From an optimization exercise on the open Yosys and OpenROAD flow, aimed at small area, a short achievable clock period and few clock cycles; shortcuts taken in it are not production practice.
Only simulation tests tie the RTL to the original design; equivalence was not proved.
Power and IR drop assume default switching activity.

File: flow/run.sh
#!/bin/bash
# synth_recipe.tcl (not shown) runs the flow's synth.tcl, then flattens the netlist and writes it again
# the make line also repeats each setting of config.mk as NAME=value (left out here)
make -C /OpenROAD-flow-scripts/flow DESIGN_CONFIG=/design/flow/config.mk WORK_HOME=/design/flow/orfs CLKGATE_MAP_FILE= SYNTH_SCRIPT=/design/flow/synth_recipe.tcl finish
File: flow/config.mk
export PLATFORM = sky130hd
export DESIGN_NAME = tomasulo_cpu
export DESIGN_NICKNAME = tomasulo_cpu
export VERILOG_FILES = /design/flow/design.v
export SDC_FILE = /design/flow/constraint.sdc
export NUM_CORES = 8
export LEC_CHECK = 0
export CAP_MARGIN = 20
export CORE_MARGIN = 2
export CORE_UTILIZATION = 28
export PLACE_DENSITY = 0.42
export SLEW_MARGIN = 20
File: flow/constraint.sdc
create_clock -name core_clock -period 20.0 [get_ports {clk}]
set_input_delay 4.0000 -clock core_clock [delete_from_list [all_inputs] [get_ports {clk}]]
set_output_delay 4.0000 -clock core_clock [all_outputs]
set_load 0.01 [all_outputs]
File: flow/design.v
module tomasulo_cpu(
    input  wire        clk,
    input  wire        rst,
    input  wire [31:0] inst_i,
    output wire [31:0] inst_addr_o,
    output wire        inst_ce_o,
    input  wire [31:0] mem_data_i,
    input  wire        mem_valid_i,
    input  wire        mem_ready_i,
    output wire [31:0] mem_addr_o,
    output wire [31:0] mem_data_o,
    output wire        mem_we_o,
    output wire        mem_req_o,
    output wire [3:0]  mem_sel_o
);
    integer i;
    reg  [31:0] pc;
    reg         d_valid;
    reg  [31:0] d_inst;
    reg         e_valid;
    reg  [31:0] e_a, e_b, e_c;
    reg  [4:0]  e_rd;
    reg         e_wr;           
    reg         e_ld, e_st, e_br, e_jalr, e_md, e_cres, e_addop, e_sub, e_sra, e_pred;
    reg  [2:0]  e_f3;
    reg         e_fa1, e_fa2, e_fb1, e_fb2, e_fc1, e_fc2;
    reg         m_wr, m_ld;
    reg  [4:0]  m_rd;
    reg  [31:0] m_res;
    reg  [2:0]  m_f3;
    reg         m_req, m_we;
    reg  [3:0]  m_sel;
    reg  [31:0] m_wdata;
    reg         w_wr;
    reg  [4:0]  w_rd;
    reg  [31:0] w_res;
    reg  [31:0] rf [1:31];
    reg  [31:1] rv;             
    assign inst_addr_o = pc;
    assign inst_ce_o   = 1'b1;
    assign mem_addr_o  = m_res;
    assign mem_data_o  = m_wdata;
    assign mem_we_o    = m_we;
    assign mem_req_o   = m_req;
    assign mem_sel_o   = m_sel;
    wire [4:0] opc = d_inst[6:2];
    wire [2:0] f3  = d_inst[14:12];
    wire [4:0] rd  = d_inst[11:7];
    wire [4:0] rs1 = d_inst[19:15];
    wire [4:0] rs2 = d_inst[24:20];
    wire is_lui   = (opc == 5'b01101);
    wire is_auipc = (opc == 5'b00101);
    wire is_jal   = (opc == 5'b11011);
    wire is_jalr  = (opc == 5'b11001);
    wire is_br    = (opc == 5'b11000);
    wire is_ld    = (opc == 5'b00000);
    wire is_st    = (opc == 5'b01000);
    wire is_opi   = (opc == 5'b00100);
    wire is_op    = (opc == 5'b01100);
    wire is_md    = is_op & d_inst[25];
    wire use_rs1 = is_jalr | is_br | is_ld | is_st | is_opi | is_op;
    wire use_rs2 = is_br | is_st | is_op;
    wire wr_rd   = (is_lui | is_auipc | is_jal | is_jalr | is_ld | is_opi | is_op) & (rd != 5'd0);
    wire [31:0] imm_i = {{20{d_inst[31]}}, d_inst[31:20]};
    wire [31:0] imm_s = {{20{d_inst[31]}}, d_inst[31:25], d_inst[11:7]};
    wire [31:0] imm_b = {{20{d_inst[31]}}, d_inst[7], d_inst[30:25], d_inst[11:8], 1'b0};
    wire [31:0] imm_u = {d_inst[31:12], 12'b0};
    wire [31:0] imm_j = {{12{d_inst[31]}}, d_inst[19:12], d_inst[20], d_inst[30:21], 1'b0};
    wire [31:0] id_pc  = pc - 32'd4;
    wire [31:0] t_imm  = is_jal ? imm_j : (is_br ? imm_b : imm_u);
    wire [31:0] id_tgt = id_pc + t_imm;
    wire id_pred = is_br & d_inst[31];      
    reg [31:0] r1, r2;
    always @(*) begin
        r1 = 32'd0;
        r2 = 32'd0;
        for (i = 1; i < 32; i = i + 1) begin
            if (rs1 == i[4:0] && rv[i]) r1 = r1 | rf[i];
            if (rs2 == i[4:0] && rv[i]) r2 = r2 | rf[i];
        end
        if (w_wr && w_rd == rs1) r1 = w_res;
        if (w_wr && w_rd == rs2) r2 = w_res;
    end
    wire f1_rs1 = e_valid & e_wr & (e_rd == rs1);
    wire f2_rs1 = m_wr & (m_rd == rs1);
    wire f1_rs2 = e_valid & e_wr & (e_rd == rs2);
    wire f2_rs2 = m_wr & (m_rd == rs2);
    wire stall_lu = d_valid & e_valid & e_ld & e_wr &
                    ((use_rs1 & (e_rd == rs1)) | (use_rs2 & (e_rd == rs2)));
    wire [31:0] fa = e_fa1 ? m_res : (e_fa2 ? w_res : e_a);
    wire [31:0] fb = e_fb1 ? m_res : (e_fb2 ? w_res : e_b);
    wire [31:0] fc = e_fc1 ? m_res : (e_fc2 ? w_res : e_c);
    wire [32:0] sum33 = {1'b0, fa} + {1'b0, fb ^ {32{e_sub}}} + {32'd0, e_sub};
    wire [31:0] sum   = sum33[31:0];
    wire        ltu   = ~sum33[32];
    wire        lt    = (fa[31] ^ fb[31]) ? fa[31] : ltu;
    wire        eq    = (fa == fb);
    wire        is_sll = (e_f3 == 3'b001);
    reg  [31:0] sh_in, sh_out;
    always @(*) begin
        for (i = 0; i < 32; i = i + 1) sh_in[i] = is_sll ? fa[31-i] : fa[i];
    end
    wire [32:0] sh_ext = {e_sra & fa[31], sh_in};
    wire [32:0] sh_r   = $signed(sh_ext) >>> fb[4:0];
    always @(*) begin
        for (i = 0; i < 32; i = i + 1) sh_out[i] = is_sll ? sh_r[31-i] : sh_r[i];
    end
    reg [31:0] alu;
    always @(*) begin
        case (e_f3)
            3'b000: alu = sum;
            3'b001: alu = sh_out;
            3'b010: alu = {31'd0, lt};
            3'b011: alu = {31'd0, ltu};
            3'b100: alu = fa ^ fb;
            3'b101: alu = sh_out;
            3'b110: alu = fa | fb;
            default: alu = fa & fb;
        endcase
    end
    wire br_taken = e_f3[0] ^ (e_f3[2] ? (e_f3[1] ? ltu : lt) : eq);
    wire ex_redirect = e_valid & (e_jalr | (e_br & (br_taken != e_pred)));
    wire [31:0] ex_tgt = e_jalr ? sum : e_c;
    localparam MD_IDLE = 3'd0, MD_NEGA = 3'd1, MD_NEGB = 3'd2, MD_ITER = 3'd3, MD_FIX = 3'd4;
    reg  [2:0]  md_ph;
    reg         md_done;
    reg  [4:0]  md_cnt;
    reg  [32:0] md_hi;
    reg  [31:0] md_lo;
    reg  [32:0] md_dv;
    reg  [2:0]  md_f3;
    reg         md_sa, md_sb, md_bz;
    wire md_isdiv = md_f3[2];
    wire md_start = e_valid & e_md & (md_ph == MD_IDLE) & ~md_done;
    wire stall_md = e_valid & e_md & ~md_done;
    reg  [33:0] md_x, md_y;
    reg         md_inv;
    always @(*) begin
        md_x = 34'd0;
        md_y = 34'd0;
        md_inv = 1'b0;
        case (md_ph)
            MD_NEGA: begin md_y = {2'b00, md_lo}; md_inv = 1'b1; end
            MD_NEGB: begin md_y = {1'b0, md_dv}; md_inv = 1'b1; end
            MD_ITER: begin
                if (md_isdiv) begin
                    md_x = {1'b0, md_hi[31:0], md_lo[31]};
                    md_y = {1'b0, md_dv};
                    md_inv = 1'b1;
                end else begin
                    md_x = {md_hi[32], md_hi};
                    md_y = md_lo[0] ? {md_dv[32], md_dv} : 34'd0;
                end
            end
            MD_FIX: begin
                if (md_isdiv) begin
                    md_y = md_f3[1] ? {1'b0, md_hi} : {2'b00, md_lo};
                    md_inv = 1'b1;
                end else begin
                    md_x = {md_hi[32], md_hi};
                    md_y = {md_dv[32], md_dv};
                    md_inv = 1'b1;
                end
            end
            default: ;
        endcase
    end
    wire [33:0] md_sum = md_x + (md_y ^ {34{md_inv}}) + {33'd0, md_inv};
    wire [31:0] md_res = (md_isdiv ? ~md_f3[1] : (md_f3[1:0] == 2'b00)) ? md_lo : md_hi[31:0];
    always @(posedge clk) begin
        if (rst) begin
            md_ph   <= MD_IDLE;
            md_done <= 1'b0;
        end else begin
            case (md_ph)
                MD_IDLE: begin
                    if (md_start) begin
                        md_f3  <= e_f3;
                        md_cnt <= 5'd0;
                        md_hi  <= 33'd0;
                        if (e_f3[2]) begin
                            md_lo <= fa;
                            md_dv <= {1'b0, fb};
                            md_sa <= ~e_f3[0] & fa[31];
                            md_sb <= ~e_f3[0] & fb[31];
                            md_bz <= (fb == 32'd0);
                            md_ph <= MD_NEGA;
                        end else begin
                            md_lo <= fb;
                            md_dv <= {(e_f3[1:0] != 2'b11) & fa[31], fa};
                            md_sb <= (e_f3[1:0] == 2'b01) & fb[31];
                            md_ph <= MD_ITER;
                        end
                    end else if (md_done & ~stall_mem) begin
                        md_done <= 1'b0;
                    end
                end
                MD_NEGA: begin
                    if (md_sa) md_lo <= md_sum[31:0];
                    md_ph <= MD_NEGB;
                end
                MD_NEGB: begin
                    if (md_sb) md_dv <= {1'b0, md_sum[31:0]};
                    md_ph <= MD_ITER;
                end
                MD_ITER: begin
                    md_cnt <= md_cnt + 5'd1;
                    if (md_isdiv) begin
                        md_hi <= md_sum[33] ? {md_hi[31:0], md_lo[31]} : md_sum[32:0];
                        md_lo <= {md_lo[30:0], ~md_sum[33]};
                    end else begin
                        md_hi <= md_sum[33:1];
                        md_lo <= {md_sum[0], md_lo[31:1]};
                    end
                    if (md_cnt == 5'd31) md_ph <= MD_FIX;
                end
                MD_FIX: begin
                    if (md_isdiv) begin
                        if (md_f3[1]) begin
                            if (md_sa) md_hi <= md_sum[32:0];
                        end else begin
                            if ((md_sa ^ md_sb) & ~md_bz) md_lo <= md_sum[31:0];
                        end
                    end else begin
                        if (md_sb) md_hi <= md_sum[32:0];
                    end
                    md_ph   <= MD_IDLE;
                    md_done <= 1'b1;
                end
                default: md_ph <= MD_IDLE;
            endcase
        end
    end
    wire [31:0] ex_res = e_md ? md_res : (e_cres ? e_c : (e_addop ? sum : alu));
    wire stall_mem = m_req & ~mem_ready_i;
    reg [31:0] ld_val;
    always @(*) begin
        case (m_f3)
            3'b000:  ld_val = {{24{mem_data_i[7]}}, mem_data_i[7:0]};
            3'b001:  ld_val = {{16{mem_data_i[15]}}, mem_data_i[15:0]};
            3'b100:  ld_val = {24'd0, mem_data_i[7:0]};
            3'b101:  ld_val = {16'd0, mem_data_i[15:0]};
            default: ld_val = mem_data_i;
        endcase
    end
    wire front_hold  = stall_mem | stall_md;
    wire id_redirect = d_valid & ~stall_lu & ~ex_redirect & (is_jal | id_pred);
    always @(posedge clk) begin
        if (w_wr) rf[w_rd] <= w_res;
    end
    always @(posedge clk) begin
        if (rst) rv <= 31'd0;
        else if (w_wr) rv[w_rd] <= 1'b1;
    end
    always @(posedge clk) begin
        if (rst) begin
            pc <= 32'd0;
            d_valid <= 1'b0;
        end else if (~front_hold) begin
            if (ex_redirect) begin
                pc <= ex_tgt;
                d_valid <= 1'b0;
            end else if (~stall_lu) begin
                pc <= id_redirect ? id_tgt : pc + 32'd4;
                d_valid <= ~id_redirect;
            end
        end
    end
    always @(posedge clk) begin
        if (~front_hold & ~stall_lu) d_inst <= inst_i;
    end
    always @(posedge clk) begin
        if (rst) begin
            e_valid <= 1'b0;
        end else if (~front_hold) begin
            e_valid <= d_valid & ~stall_lu & ~ex_redirect;
        end
    end
    always @(posedge clk) begin
        if (~front_hold) begin
            e_a    <= r1;
            e_b    <= (is_op | is_br) ? r2 : (is_st ? imm_s : imm_i);
            e_c    <= is_st ? r2 : (is_lui ? imm_u : ((is_auipc | (is_br & ~id_pred)) ? id_tgt : pc));
            e_rd   <= rd;
            e_wr   <= wr_rd;
            e_ld   <= is_ld;
            e_st   <= is_st;
            e_br   <= is_br;
            e_jalr <= is_jalr;
            e_md   <= is_md;
            e_cres <= is_lui | is_auipc | is_jal | is_jalr;
            e_addop <= is_ld | is_st | is_jalr;
            e_sub  <= is_br | ((is_op | is_opi) & (f3 == 3'b010 | f3 == 3'b011)) |
                      (is_op & (f3 == 3'b000) & d_inst[30]);
            e_sra  <= d_inst[30];
            e_pred <= id_pred;
            e_f3   <= f3;
            e_fa1  <= f1_rs1;
            e_fa2  <= ~f1_rs1 & f2_rs1;
            e_fb1  <= (is_op | is_br) & f1_rs2;
            e_fb2  <= (is_op | is_br) & ~f1_rs2 & f2_rs2;
            e_fc1  <= is_st & f1_rs2;
            e_fc2  <= is_st & ~f1_rs2 & f2_rs2;
        end
    end
    wire ex_go = e_valid & ~stall_md;
    always @(posedge clk) begin
        if (rst) begin
            m_wr  <= 1'b0;
            m_ld  <= 1'b0;
            m_req <= 1'b0;
            m_we  <= 1'b0;
        end else if (~stall_mem) begin
            m_wr  <= ex_go & e_wr;
            m_ld  <= ex_go & e_ld;
            m_req <= ex_go & (e_ld | e_st);
            m_we  <= ex_go & e_st;
        end
    end
    always @(posedge clk) begin
        if (~stall_mem) begin
            m_rd    <= e_rd;
            m_res   <= ex_res;
            m_f3    <= e_f3;
            m_wdata <= fc;
            m_sel   <= e_f3[1] ? 4'b1111 :
                       (e_f3[0] ? (4'b0011 << sum[1:0]) : (4'b0001 << sum[1:0]));
        end
    end
    always @(posedge clk) begin
        if (rst) begin
            w_wr <= 1'b0;
        end else if (~stall_mem) begin
            w_wr <= m_wr;
        end
    end
    always @(posedge clk) begin
        if (~stall_mem) begin
            w_rd  <= m_rd;
            w_res <= m_ld ? ld_val : m_res;
        end
    end
endmodule
==> run summary <==
-- registers in the layout, indices dropped and copies added (netlist names), 4 cells and up --
name,count
e_a,32
m_sel,4
d_inst,30
pc,32
w_rd,5
w_res,32
m_wdata,32
md_lo,32
e_b,32
md_dv,33
e_rd,5
m_res,32
e_c,32
rf,992
md_hi,33
rv,31
md_cnt,5
m_rd,5
-- layer usage --
| metal | GRT usage [%] | routed length (um) | vias up |
|---|---|---|---|
| met5 | 0 | 237 | - |
| met4 | 13.3 | 23700 | 36 |
| met3 | 9.11 | 57400 | 1159 |
| met2 | 43.8 | 185000 | 5655 |
| met1 | 41.2 | 180000 | 35200 |
| li1 | - | - | 27500 |
-- worst paths after layout --
| kind | cells past startpoint | endpoint | from | slack, ps |
|---|---|---|---|---|
| min | 2 | m_we | m_we | 470 |
| max | 12 | pc[12] | mem_ready_i | 12700 |
| max reg2reg | 19 | md_hi[19] | md_ph[2] | 13100 |
| min reg2reg | 2 | m_we | m_we | 470 |
-- synth_stat cells (38+ instances only) --
master / instances
edfxtp_1: 1365
nor2_1: 475
clkbuf_1: 463
a21oi_1: 461
nand2_1: 458
a22o_1: 324
a22oi_1: 322
a221oi_1: 314
mux2i_1: 251
o21ai_0: 245
ha_1: 201
inv_1: 195
nand3_1: 186
xnor2_1: 145
nand4_1: 123
nor3_1: 117
a222oi_1: 94
a21o_1: 84
and3_1: 80
xor2_1: 75
dfxtp_1: 74
o211ai_1: 71
a211oi_1: 67
mux2_2: 64
buf_1: 52
a31oi_1: 44
o21a_1: 39
o221ai_1: 38
-- kinds of logic after synthesis --
kind of cell               after synthesis
xor gates and xnor gates               221
AOI/OAI and AO/OA                     2315
other                                    1
and+or+nand+nor                       1627
DFF                                   1439
buffers and inverters                  772
adders and majority gates              204
muxes                                  323
-- through the flow --
| step | total power [mW] | util [%] | instances |
|---|---|---|---|
| finish | 8.08 | 32.7 | 10800 |
| global route | 8.25 | 32.6 | 10800 |
| CTS | 8.05 | 32.6 | 10800 |
| detailed placement | 4.93 | 30.7 | 10500 |
| global placement | 4.93 | 30.7 | 10500 |
| floorplan | 4.25 | - | 6902 |
-- final cells by class --
| type | count | share of cell area (%) |
|---|---|---|
| flip-flops and latches | 1439 | 47.0 |
| multi-input cells | 4691 | 36.4 |
| well taps | 3705 | 5.13 |
| clock buffers | 211 | 5.10 |
| repair buffers | 479 | 4.48 |
| clock inverters | 92 | 0.905 |
| inverters | 205 | 0.863 |
| diodes | 13 | 0.0360 |
-- where the power goes --
| group | leakage, nW | internal, mW | switching, mW |
|---|---|---|---|
| clock network | 2.67 | 1.80 | 1.36 |
| registers | 13.6 | 3.53 | 0.154 |
| logic | 15.0 | 0.344 | 0.889 |
-- worst reg2reg max path: stages, from the launching register on --
cell and delay (ps):
dfxtp_1 290, buf_4 210, nand2b_1 400, or2_2 550
buf_4 340, a21oi_4 820, a22o_1 270, ha_1 270
a21o_1 170, a21oi_1 60, o21ai_0 350, a22oi_1 170
o21ai_0 420, a221o_1 320, a41oi_4 80, o31ai_4 410
xor2_2 220, buf_4 280, nor2_1 830, a221o_1 290
==> impl_metrics.yaml <==
synthesis:
  post_synth.cell_area_avg_um2: 11.3
  synth_xor_area_share_pct: 2.49
  ys_warn_count: 1
  post_synth_num_cell_types: 103
  synth_top_area_share_pct: 52.6
  synth_top_family_by_area: "compound AO/OA/AOI/OAI gates"
  synth_area_um2: 77900
  synth_area_leaders: "edfxtp_1, a22o_1, a221oi_1, ha_1, mux2i_1"
  synth-seq-area-share_pct: 54.5
  yosys.area_share.simple_pct: 9.73
  synth-edff-count: 1365
  synth_flop_cell: "edfxtp_1"
  muxShareOfSynthArea_pct: 4.35
  ys_ff_latch: 1439
  postSynthCellCount: 6902
  syn-num-nets: 7174
  synth_compound_area_share_pct: 21.7
  synthAdderAreaFrac_pct: 3.31
  ys_async_sr_fraction_pct: 0
  synth_top_area_cell: "edfxtp_1"
die:
  ios: 171
  die_area_um2: 282000
  chipWidth_um: 531
  row_count: 193
  core_area_um2: 276000
  initial_utilization_pct: 28.2
  chipHeight_um: 531
timing:
  fmax_mhz: 137
  rsz0062_at_grt: "no"
  skew_ps: 92.5
  setup-violations-final: 0
  slew-limit-headroom_pct: 15.0
  slew_viol_final: 0
  worst_pin_slew_ps: 1270
  whs_ps: 467
  hold_violations: 0
  period_minus_slack_ps: 7300
  layout_setup_ws_ps: 12700
  fin_setup_tns_ps: 0
  finalCritPeriodShare_pct: 36.5
cells_and_area:
  fin_area_um2: 90300
  final_common_cell: "edfxtp_1"
  nFillCells: 27800
  final_nets: 7263
  layout_common_cells: "edfxtp_1, nand2_1, a21oi_1"
  regArea_um2: 42500
  drive_above_1_share_pct: 11.3
  syn2layout_area_growth_pct: 15.9
  multi_input_area_um2: 32900
worst_setup_path:
  cp_top_family: "buffers and inverters"
  timing.critical_path.cells: "clkdlybuf4s50_1, nor2b_1, buf_4, inv_6, nand2_1, inv_6, nand2b_1, inv_1, buf_4, a21oi_4, a221oi_1, nor2_1"
  crit_required_ps: 20670
  crit_arrival_ps: 7970
  crit_slowest_cell: "inv_6"
  startpoint_type: "input port"
  worst_setup_path_end_kind: "register"
  crit_buf_inv: 6
  cp_max_fo: 82
  criticalPathCategory: "in2reg"
  critical-path-max-stage-delay_ps: 640
drt:
  wirelength_mm: 446
  drt_iter0_markers: 13600
  ant_nets: 0
  drcViolationCount: 0
  avgViaCountPerCell: 6.42
  wire_per_inst_um: 41.1
  vias: 69500
  firstDrtPassIters: 10
clock_network:
  cts.htree.levels: 4
  cts.sinks: 1439
  cts_hold_buf: 0
  clockBufferDepth: 4
  insertion_delay_ps: 900
  root_buffer: "clkbuf_16"
  clk_pin_slew_ps: 60
  post_cts_resized: 0
  postCtsSetupBuffers: 0
  tritoncts: "built"
  numCtsBuffers: 175
worst_hold_path:
  hp-class: "reg2reg"
place:
  dp_slack_ps: 11770
  placed_cell_area_um2: 84800
  gp_routability_congestion: 0.973
  io_buffers: 166
  hpwl_mm: 284
global_routing:
  grt_pass1_wl_mm: 589
  first_global_vias: 64700
  grt_start_max_net_pins: 83
  grt_overflow: 0
  antenna_found_initial: 47
  track_usage_pct: 30.2
power:
  cellPowerDensity_nw_per_um2: 89.5
  max-vdd-ir-drop_uv: 73.9
  p_leak_nw: 31.3
status:
  status: "complete, no violations"
job:
  drv_cap: 0
Testbench counts, summed over its fixed seeds: cycles 16,611.

-- re-timing with driven ports --
The results above use ideal ports. As a check the final layout listed here was re-extracted and re-timed, cells and wires unchanged.
Step 1: set_driving_cell puts a clkbuf_16 on clk and a buf_2 on each other input, an assumption about the parent block.
Step 2 adds t to the input delays and takes it off the output delays; t is the mean of the earliest and latest rising clock arrival at the registers after step 1. Input paths then give back, and output paths get back, about the clock's delay inside the block.
Three values: ideal ports, drivers, drivers and shift; two values: the first two.
t, ns: 0.942
setup WS [ns]: 12.698 / 12.762 / 11.821
slew at the worst register clock pin (ns): 0.07 / 0.07
pins driven straight from the clock port: 1
After both steps setup and hold are still met in this run. For this run, drivers alone change the setup slack by +0.064 ns; drivers and shift together by -0.877 ns.
